This is an optimization exercise on Yosys and OpenROAD, whose aim is small area, a short achievable clock period and few clock cycles, not a production implementation.
Function was checked by simulation only, so behaviour that the tests miss may differ from the original.
Power and IR drop assume default switching activity.

// dut
module dut (
    input clk,
    input rst,
    input start,
    input [7:0] a,
    input [7:0] b,
    output reg [7:0] y,
    output reg ready
);
Size: about 89 cells after synthesis, ~9 flip-flops, about 28 I/O pins, roughly 560 um2 of cells after synthesis.
Settings: LEC_CHECK=0, CAP_MARGIN=20, CORE_AREA=3 3 61 61, DIE_AREA=0 0 64 64, SETUP_SLACK_MARGIN=3.0, SLEW_MARGIN=20; clock period 5.0 ns.
standard.sh (not shown) runs the stock make flow with config.mk's settings and CLKGATE_MAP_FILE= SYNTH_SCRIPT=/design/flow/synth_recipe.tcl, a recipe that flattens the netlist after the stock synthesis.
==> flow/flow/run.sh <==
#!/bin/bash
# The standard ORFS layout (standard.sh) with three changes:
#  - synthesis maps the logic with flow/map.abc (see flow/mysynth.tcl);
#  - no full-adder extraction (ADDER_MAP_FILE empty), so ABC sees all logic;
#  - the port buffers are plain buf_1 cells.
set -euo pipefail
here=$(pwd)
bash standard.sh "SYNTH_SCRIPT=$here/flow/mysynth.tcl" ADDER_MAP_FILE= \
  "BUFFER_PORTS_ARGS=-buffer_cell sky130_fd_sc_hd__buf_1" finish > standard_flow.log 2>&1
==> flow/flow/map.abc <==
strash
&get -n
&deepsyn -J 1000
&put
if -g
strash
dch
map
topo
stime -c
==> flow/flow/mysynth.tcl <==
# The standard synthesis script (synth_recipe.tcl), with ORFS's ABC mapping
# script replaced by flow/map.abc.
set my_abc_script [file join [file dirname [file normalize [info script]]] map.abc]
proc synth {args} { yosys synth -nofsm -noshare {*}$args }
proc abc {args} {
  set i [lsearch -exact $args -script]
  if { $i >= 0 } { lset args [expr {$i + 1}] $::my_abc_script }
  yosys abc {*}$args
}
source $::env(SCRIPTS_DIR)/synth.tcl
# left out here: clear keep_hierarchy, flatten, clean up, hide names made inside functions, write 1_2_yosys.v
The baseline produced a clean layout.
Testbench counts at the start, summed over its fixed seeds: cycles 768.
Edit:
==> flow/flow/map.abc (replaced) <==
strash
&get -n
&deepsyn -J 1000
&put
dch
map
topo
stime -c
SETUP_SLACK_MARGIN = 3.1   (was 3.0)
The changed run completed with no timing, DRC or antenna violations.
Wire length rises by 4.9%.
Combinational power rose by 6.7%.
Die area is unchanged.
Edit:
==> flow/flow/map.abc (replaced) <==
strash
&get -n
&deepsyn -J 1000
&put
if -g
strash
&get -n
&dch
&nf -p
&put
topo
stime -c
SETUP_SLACK_MARGIN = 3.15   (was 3.1)
What happened:
- first-iteration DRC count decreases by 65%
- area after synthesis decreases by 7.7%
- power decreases by 1.9%
Edit:
==> flow/flow/map.abc (replaced) <==
strash
&get -n
&deepsyn -J 1000
&put
if -g
strash
dch
map
topo
stime -c
SETUP_SLACK_MARGIN = 3.1   (was 3.15)
=> The new run produced a clean layout; global-route usage goes up by 0.99 points; clock power barely changes; die area does not change; cell count goes up by about 17%; setup slack gains 0.052 ns; hold slack loses 0.013 ns.
Edit:
SETUP_SLACK_MARGIN = 3.2   (was 3.1)
What happened:
- The new run ran to the end with no violations
- design area grows by 1.7%
- utilization came out higher by 0.40 points
- fmax grows by 1.8%
- via count rose by 2.3%
- routed wire length went down by 0.37%
- flip-flop and latch count is unchanged
- setup slack improves by 0.031 ns

* * *

cedar:
The RTL this note starts from:
==> flow/design.v <==
`timescale 1ns/1ps
module dut (
    input clk,
    input rst,
    input start,
    input [7:0] a,
    input [7:0] b,
    output reg [7:0] y,
    output reg ready
);
    wire [2:0] L = a[2:0];
    wire [3:0] H = a[6:3];
    wire [5:0] L2 = L * L;
    wire [3:0] P = H * L;                  
    wire c2 = b[7] | b[6];                                         
    wire c1 = (~b[7] & ~b[6] & (b[5] | b[4] | b[3]))               
            | (b[7] & b[6] & (b[5] | (b[4] & b[3])));              
    wire r1 = ~b[7] & ~b[6] & ~b[5] & ~b[4] & ~b[3] & (b[2] | b[1] | b[0]);   
    wire r3 = ~b[7] & ~b[6] & (b[5] | (b[4] & b[3] & (b[2] | (b[1] & b[0]))));  
    wire r5 = (~b[7] & b[6] & b[5] & b[4] & b[3] & b[2] & (b[1] | b[0]))       
            | (b[7] & ~(b[6] & (b[5] | (b[4] & b[3]))));                        
    wire c0 = r1 | r3 | r5;
    wire [5:0] lo = L2 + {3'd0, c2, c1, c0};
    wire [3:0] hi = P + {a[3], 2'b00} + {2'b00, lo[5:4]};
    always @(posedge clk) begin
        y     <= {hi, lo[3:0]};
        ready <= start & ~rst;
    end
endmodule
export LEC_CHECK = 0
export CAP_MARGIN = 20
export CORE_AREA = 3 3 61 61
export DIE_AREA = 0 0 64 64
export PLACE_DENSITY = 0.9
export SETUP_SLACK_MARGIN = 3.1
export SLEW_MARGIN = 20
create_clock -name core_clock -period 5.0 [get_ports {clk}]
==> flow/flow/map.abc <==
strash
&get -n
&deepsyn -J 1000
&put
dch
map
topo
stime -c
Scripts as last shown in full above: flow/flow/run.sh, flow/flow/mysynth.tcl
cedar: done, clean on timing, DRC and antenna
Testbench counts of cedar, summed over its fixed seeds: cycles 768.
Here is what was changed in the inputs of maple compared with cedar.
- PLACE_DENSITY no longer set, was 0.9
- SETUP_SLACK_MARGIN now 3.3, was 3.1
==> flow/flow/map.abc <==
strash
&get -n
&deepsyn -T 30
&put
if -g
strash
dch
map
topo
stime -c
## What came out
- Compared with cedar, maple instantiates a larger number of cells.
- maple ends up with lower gate count after technology mapping than cedar does.
- Diff cedar -> maple | global-route wire length before repair | up by a little under 10%
Changes in raven relative to maple:
- a change of SETUP_SLACK_MARGIN from 3.3 to 3.1
-- flow/flow/run.sh --
<<< maple, line 6
set -euo pipefail
here=$(pwd)
bash standard.sh "SYNTH_SCRIPT=$here/flow/mysynth.tcl" ADDER_MAP_FILE= \
  "BUFFER_PORTS_ARGS=-buffer_cell sky130_fd_sc_hd__buf_1" finish > standard_flow.log 2>&1
>>> raven, line 6
set -euo pipefail
here=$(pwd)
bash standard.sh "SYNTH_SCRIPT=$here/flow/mysynth.tcl" ADDER_MAP_FILE= SETUP_MOVE_SEQUENCE=sizeup,swap \
  "BUFFER_PORTS_ARGS=-buffer_cell sky130_fd_sc_hd__buf_1" finish > standard_flow.log 2>&1
==> flow/flow/map.abc <==
strash
&get -n
&deepsyn -J 1000
&put
dch
map
topo
stime -c
Changes observed in raven relative to maple: non-clock buffer share of cell area went down by 8.4 points, register fraction of the total cell area went up, wire length went up by 40 um.
Modified inputs, lagoon compared to raven
- SETUP_SLACK_MARGIN: 3.1 -> 3.6
-- flow/flow/run.sh --
<<< raven, line 6
set -euo pipefail
here=$(pwd)
bash standard.sh "SYNTH_SCRIPT=$here/flow/mysynth.tcl" ADDER_MAP_FILE= SETUP_MOVE_SEQUENCE=sizeup,swap \
  "BUFFER_PORTS_ARGS=-buffer_cell sky130_fd_sc_hd__buf_1" finish > standard_flow.log 2>&1
>>> lagoon, line 6
set -euo pipefail
here=$(pwd)
bash standard.sh "SYNTH_SCRIPT=$here/flow/mysynth.tcl" ADDER_MAP_FILE= \
  "BUFFER_PORTS_ARGS=-buffer_cell sky130_fd_sc_hd__buf_1" finish > standard_flow.log 2>&1
==> flow/flow/map.abc <==
strash
&get -n
&deepsyn -T 30
&put
if -g
strash
dch
map
topo
stime -c
[summary]
- Diff raven -> lagoon: finished layout cell area +about 33%; combinational power +53%; worst hold slack after final layout ~0 delta.
- Re sum of internal, switching and leakage power: lagoon and raven aren't equal, and the higher value belongs to lagoon.
- Compared with raven, lagoon shows a lower synthesized cell count.
- raven has higher wire length on met1 than lagoon.
- lagoon vs raven on met3 wirelength from detailed routing: lagoon is the higher one.

* * *

Starts from the design.v that is shown in full above.
clock: 5.0 ns
lec_check: 0
cap_margin: 20
core_area: 3 3 61 61
die_area: 0 0 64 64
setup_slack_margin: 3.1
slew_margin: 20
==> flow/flow/run.sh <==
#!/bin/bash
# The standard ORFS layout (standard.sh) with three changes:
#  - synthesis maps the logic with flow/map.abc (see flow/mysynth.tcl);
#  - no full-adder extraction (ADDER_MAP_FILE empty), so ABC sees all logic;
#  - the port buffers are plain buf_1 cells.
set -euo pipefail
here=$(pwd)
bash standard.sh "SYNTH_SCRIPT=$here/flow/mysynth.tcl" ADDER_MAP_FILE= \
  "BUFFER_PORTS_ARGS=-buffer_cell sky130_fd_sc_hd__buf_1" finish > standard_flow.log 2>&1
==> flow/flow/map.abc <==
strash
&get -n
&deepsyn -J 1000
&put
dch
map
topo
stime -c
Scripts as last shown in full above: flow/flow/mysynth.tcl
The starting point produced a clean layout.
Testbench counts at the start, summed over its fixed seeds: cycles 768.
Rerun with:
SETUP_SLACK_MARGIN = 3.3   (was 3.1)
Effect: Hold slack improved by 6.8 ps. Wire length goes up by 11%. Design area came out higher by 39%. Critical path depth decreases by 2. Setup slack is better by 140 ps. Core utilization climbs by 9.4 points. Die area does not change.
Rerun with:
PLACE_DENSITY = 0.7   (was default)
SETUP_SLACK_MARGIN = 3.1   (was 3.3)
Effect: The changed run completed without violations. Cell count goes down slightly. First-iteration DRC count shrinks by roughly a tenth. Setup slack gets worse by 140 ps. Sequential share of layout area came out higher by 5.8 points. Area after synthesis does not change. Power went down by about a fifth. Sequential power goes down slightly. Die area does not change. Fmax drops by a little under a tenth. Utilization goes down by 9.0 points.
Rerun with:
==> flow/flow/map.abc (replaced) <==
strash
&get -n
&deepsyn -T 30
&put
if -g
strash
dch
map
topo
stime -c
PLACE_DENSITY = default   (was 0.7)
SETUP_SLACK_MARGIN = 2.9   (was 3.1)
Outcome:
- count of clock-buffer cells in the layout does not change
- final cell count fell by about 2%
- sequential share of layout area is higher by 1.0 points
- final area went down by 4.1%

* * *

// dut: RTL as listed in full above, without the edits since
Settings: LEC_CHECK=0, CAP_MARGIN=20, CORE_AREA=3 3 61 61, DIE_AREA=0 0 64 64, SETUP_SLACK_MARGIN=2.9, SLEW_MARGIN=20; clock period 5.0 ns.
==> flow/flow/map.abc <==
strash
&get -n
&deepsyn -T 30
&put
dch
map
topo
stime -c
Scripts as last shown in full above: flow/flow/run.sh, flow/flow/mysynth.tcl
The baseline completed without violations.
Testbench counts at the start, summed over its fixed seeds: cycles 768.
==> next run, changes <==
==> flow/flow/map.abc (replaced) <==
strash
&get -n
&deepsyn -J 1000
&put
if -g
strash
dch
map
topo
stime -c
Settings changed: SETUP_SLACK_MARGIN 2.9 to 3.1.
Result:
- The changed run passed the timing, DRC and antenna checks
- cell area goes up by 5.1%
- wire length decreases by 8.3%
- hold slack improves by 0.0047 ns
==> next run, changes <==
==> flow/flow/map.abc (replaced) <==
strash
&get -n
&deepsyn -T 30
&put
if -g
strash
dch
map
topo
stime -c
Settings changed: SETUP_SLACK_MARGIN 3.1 to 2.5.
What happened:
- die area does not change
- power is lower by a few percent
- synthesized area is unchanged

* * *

RTL: the design.v shown in full above, as it stands there.
clock: 5.0 ns
lec_check: 0
cap_margin: 20
core_area: 3 3 61 61
die_area: 0 0 64 64
setup_slack_margin: 3.1
slew_margin: 20
==> flow/flow/map.abc <==
strash
&get -n
&deepsyn -T 30
&put
if -g
strash
dch
map
topo
stime -c
Scripts as last shown in full above: flow/flow/run.sh, flow/flow/mysynth.tcl
Testbench counts at the start, summed over its fixed seeds: cycles 768.
Next try:
==> flow/flow/map.abc (replaced) <==
strash
&get -n
&deepsyn -J 1000
&put
dch
map
topo
stime -c
--- a/flow/config.mk
+++ b/flow/config.mk
@@ -10,3 +10,3 @@
 export DIE_AREA = 0 0 64 64
-export SETUP_SLACK_MARGIN = 3.1
+export SETUP_SLACK_MARGIN = 3.0
 export SLEW_MARGIN = 20
- non-clock buffer count does not change
- combinational power went down by roughly a tenth
- clock power went up by a few percent
- die area stays the same
- global-route usage went up by 1.5 points
- sequential power hardly moves
- worst setup slack degrades by 14 ps
- total power went down slightly
- final cell count went up slightly
Next try:
==> flow/flow/map.abc (replaced) <==
strash
&get -n
&deepsyn -T 30
&put
if -g
strash
dch
map
topo
stime -c
--- a/flow/config.mk
+++ b/flow/config.mk
@@ -10,3 +10,2 @@
 export DIE_AREA = 0 0 64 64
-export SETUP_SLACK_MARGIN = 3.0
 export SLEW_MARGIN = 20
Effect: The new run went through all stages and came out clean. Cell area is lower slightly. Synthesized area is lower slightly. Global-route usage is lower by 1.5 points. Clock-buffer cell count is unchanged.
Next try:
==> flow/flow/map.abc (replaced) <==
strash
&get -n
&deepsyn -J 1000
&put
dch
map
topo
stime -c
--- a/flow/config.mk
+++ b/flow/config.mk
@@ -10,2 +10,3 @@
 export DIE_AREA = 0 0 64 64
+export SETUP_SLACK_MARGIN = 3.2
 export SLEW_MARGIN = 20
What happened: The new run completed without violations; cell area is higher by 13%; hold slack is better by 5.5 ps; combinational power is higher by about 20%; sequential power is lower by about 0.6%; via count is higher by 9.5%; total power is higher by about 5%; setup slack is better by 420 ps; synthesized cell count is higher by 2.5%; non-clock buffer count is higher by 3; die area stays the same; routed wire length is higher by 14%.

* * *

Setup of nickel:
// dut: RTL as listed in full above, without the edits since
==> flow/config.mk <==
export PLATFORM = sky130hd
export DESIGN_NAME = dut
export DESIGN_NICKNAME = dut
export VERILOG_FILES = /design/flow/design.v
export SDC_FILE = /design/flow/constraint.sdc
export NUM_CORES = 4
export LEC_CHECK = 0
export CAP_MARGIN = 0
export CORE_AREA = 3 3 61 61
export DIE_AREA = 0 0 64 64
export SETUP_SLACK_MARGIN = 3.1
export SLEW_MARGIN = 0
==> flow/constraint.sdc <==
create_clock -name core_clock -period 5.0 [get_ports {clk}]
set_input_delay 1.0000 -clock core_clock [delete_from_list [all_inputs] [get_ports {clk}]]
set_output_delay 1.0000 -clock core_clock [all_outputs]
set_load 0.01 [all_outputs]
==> flow/flow/map.abc <==
strash
&get -n
&deepsyn -J 1000
&put
dch
map
topo
stime -c
Scripts as last shown in full above: flow/flow/run.sh, flow/flow/mysynth.tcl
Testbench counts of nickel, summed over its fixed seeds: cycles 768.
#### Input delta (sierra over nickel)
- putting GPL_TIMING_DRIVEN at 1 where nothing was set
- swapping 0 for 20 in SLEW_MARGIN
- swapping 0 for 20 in CAP_MARGIN
==> run summary <==
- Both conditions hold for sierra: the flow ran to the end and the final layout passed the timing, DRC and antenna checks.
- From nickel to sierra, number of non-filler instances in the completed layout did not move at all.
- Re post-detailed-routing wire length: no difference whatsoever between nickel and sierra.
- As far as worst hold slack goes, nickel and sierra are indistinguishable; the numbers are identical.
- nickel -> sierra: switching power share of the total delta 0, exact match
- Diff sierra..nickel | overall power of the completed layout | unchanged
- Re count of final max-slew check failures: no difference whatsoever between nickel and sierra.
- From sierra to nickel, synthesized cell count did not move at all.
- From sierra to nickel, detail-routed net length per standard cell did not move at all.
- From nickel to sierra, placed cell area did not move at all.
- Number of cells on the critical path: sierra vs nickel identical
- As far as overall die area goes, sierra and nickel are indistinguishable; the numbers are identical.
The inputs of willow differ from those of sierra as listed below.
- GPL_TIMING_DRIVEN no longer set, was 1
- SETUP_SLACK_MARGIN now 2.9, was 3.1
==> flow/flow/map.abc <==
strash
&get -n
&deepsyn -T 30
&put
if -g
strash
dch
map -a
topo
stime -c
--- outcome ---
Looking at synthesized area, willow sits 9.2% below sierra.
For the gate count after technology mapping, willow came in about 11% lower than sierra did.
sierra → willow: area fraction in and, or, nand and nor cells after synthesis now sits lower; power consumed by sequential cells now sits higher.

* * *

job 101:
dut with an RTL version that a note above also has.
Size in the first run: roughly 65 cells after synthesis, roughly 28 I/O pins.
Settings: LEC_CHECK=0, CAP_MARGIN=20, CORE_AREA=3 3 61 61, DIE_AREA=0 0 64 64, SETUP_SLACK_MARGIN=3.1, SLEW_MARGIN=20; clock period 5.0 ns.
==> flow/flow/map.abc <==
strash
&get -n
&deepsyn -J 1000
&put
if -g
strash
&get -n
&dch
&nf -p
&put
topo
stime -c
Scripts as last shown in full above: flow/flow/run.sh, flow/flow/mysynth.tcl
Job 101 went all the way through synthesis, placement and routing and the layout is clean on timing, DRC and antenna.
Testbench counts of job 101, summed over its fixed seeds: cycles 768.
[inputs] job 102 vs job 101
==> flow/flow/map.abc <==
strash
&get -n
&deepsyn -J 1000
&put
dch
map -a
topo
stime -c
[summary]
- Taking job 101 as the reference point, the total stage count of the critical path of job 102 rises by 4.
- The maximum vdd drop in job 101 is 1.19 times that in job 102.
- Higher data arrival time at the worst-slack endpoint among job 101 and job 102: job 102
- In the tables for job 101 and job 102, wire length of the first global-routing pass reads lower with job 102.
- The iteration-0 DRC count of the detailed router of job 102 falls short of that of job 101 by 5.
The following lists how job 103 was set up differently from job 102:
Settings: swapping 20 for 0 in SLEW_MARGIN; swapping 20 for 0 in CAP_MARGIN.
==> flow/flow/map.abc <==
strash
&get -n
&deepsyn -J 1000
&put
if -g
strash
&get -n
&dch
&nf -p
&put
topo
stime -c
==> comparison <==
Job 103 did not stop at any stage, and its layout met the timing, DRC and antenna checks. Job 103: number of global-route vias before repair is 2 higher than what job 102 reported. Job 102 was larger in final cell area than job 103. Sort job 102 and job 103 by multi-input combinational area share, ascending, and job 102 comes first. Taking job 102 as the reference point, the data required time of the worst path of job 103 falls by 0.05 ns. Job 103 reports its cell with the largest stage delay on the worst path as sky130_fd_sc_hd__or2_0 while job 102 reports sky130_fd_sc_hd__nor4_4. Post-layout net count of job 103 falls short of that of job 102 by more than 10%. In the metrics for job 102 and job 103, the one carrying the higher worst hold slack across all endpoints is job 103.

[what the ideal ports hide]
In the flow no input, the clock included, has a driving cell. The finished layouts below were timed again as built, in two steps.
Step 1: set_driving_cell puts a clkbuf_16 on clk and a buf_2 on each other input, an assumption about the parent block.
Step 2 adds t to the input delays and takes it off the output delays; t is the mean of the earliest and latest rising clock arrival at the registers after step 1. Input paths then give back, and output paths get back, about the clock's delay inside the block.
Three values: no drivers, after step 1, after step 2; two values: the first two.
run | shift t [ns] | setup slack, ns | worst slew at a driven data input, ns
the first run of note 1 | 0.263 | 3.162 / 3.155 / 2.892 | 0.03
the second run of note 1 | 0.271 | 3.208 / 3.198 / 2.928 | 0.04
the third run of note 1 | 0.262 | 3.225 / 3.218 / 2.956 | 0.03
the fourth run of note 1 | 0.263 | 3.277 / 3.272 / 3.009 | 0.03
the fifth run of note 1 | 0.263 | 3.308 / 3.289 / 3.069 | 0.03
cedar | 0.268 | 3.190 / 3.181 / 2.913 | 0.03
maple | 0.267 | 3.181 / 3.138 / 2.871 | 0.06
raven | 0.272 | 3.168 / 3.166 / 2.894 | 0.03
lagoon | 0.271 | 3.207 / 3.166 / 2.896 | 0.06
the first run of note 3 | 0.272 | 3.168 / 3.166 / 2.894 | 0.03
the second run of note 3 | 0.266 | 3.304 / 3.281 / 3.016 | 0.07
the third run of note 3 | 0.268 | 3.160 / 3.156 / 2.888 | 0.03
the fourth run of note 3 | 0.265 | 3.046 / 3.041 / 2.776 | 0.04
the first run of note 4 | 0.272 | 3.072 / 3.065 / 2.794 | 0.03
the second run of note 4 | 0.265 | 3.146 / 3.140 / 2.875 | 0.04
the third run of note 4 | 0.265 | 2.829 / 2.823 / 2.558 | 0.04
the first run of note 5 | 0.265 | 3.146 / 3.140 / 2.875 | 0.04
the second run of note 5 | 0.274 | 3.132 / 3.125 / 2.851 | 0.03
the third run of note 5 | 0.265 | 2.829 / 2.823 / 2.558 | 0.04
the fourth run of note 5 | 0.265 | 3.245 / 3.240 / 2.976 | 0.03
nickel | 0.272 | 3.168 / 3.166 / 2.894 | 0.03
sierra | 0.272 | 3.168 / 3.166 / 2.894 | 0.03
willow | 0.269 | 2.932 / 2.927 / 2.658 | 0.04
job 101 | 0.262 | 3.232 / 3.227 / 2.965 | 0.03
job 102 | 0.264 | 3.069 / 3.059 / 2.795 | 0.03
job 103 | 0.262 | 3.232 / 3.227 / 2.965 | 0.03
After both steps setup and hold are still met in every run listed. For lagoon, which loses most, drivers alone change the setup slack by -0.041 ns; drivers and shift together by -0.311 ns.
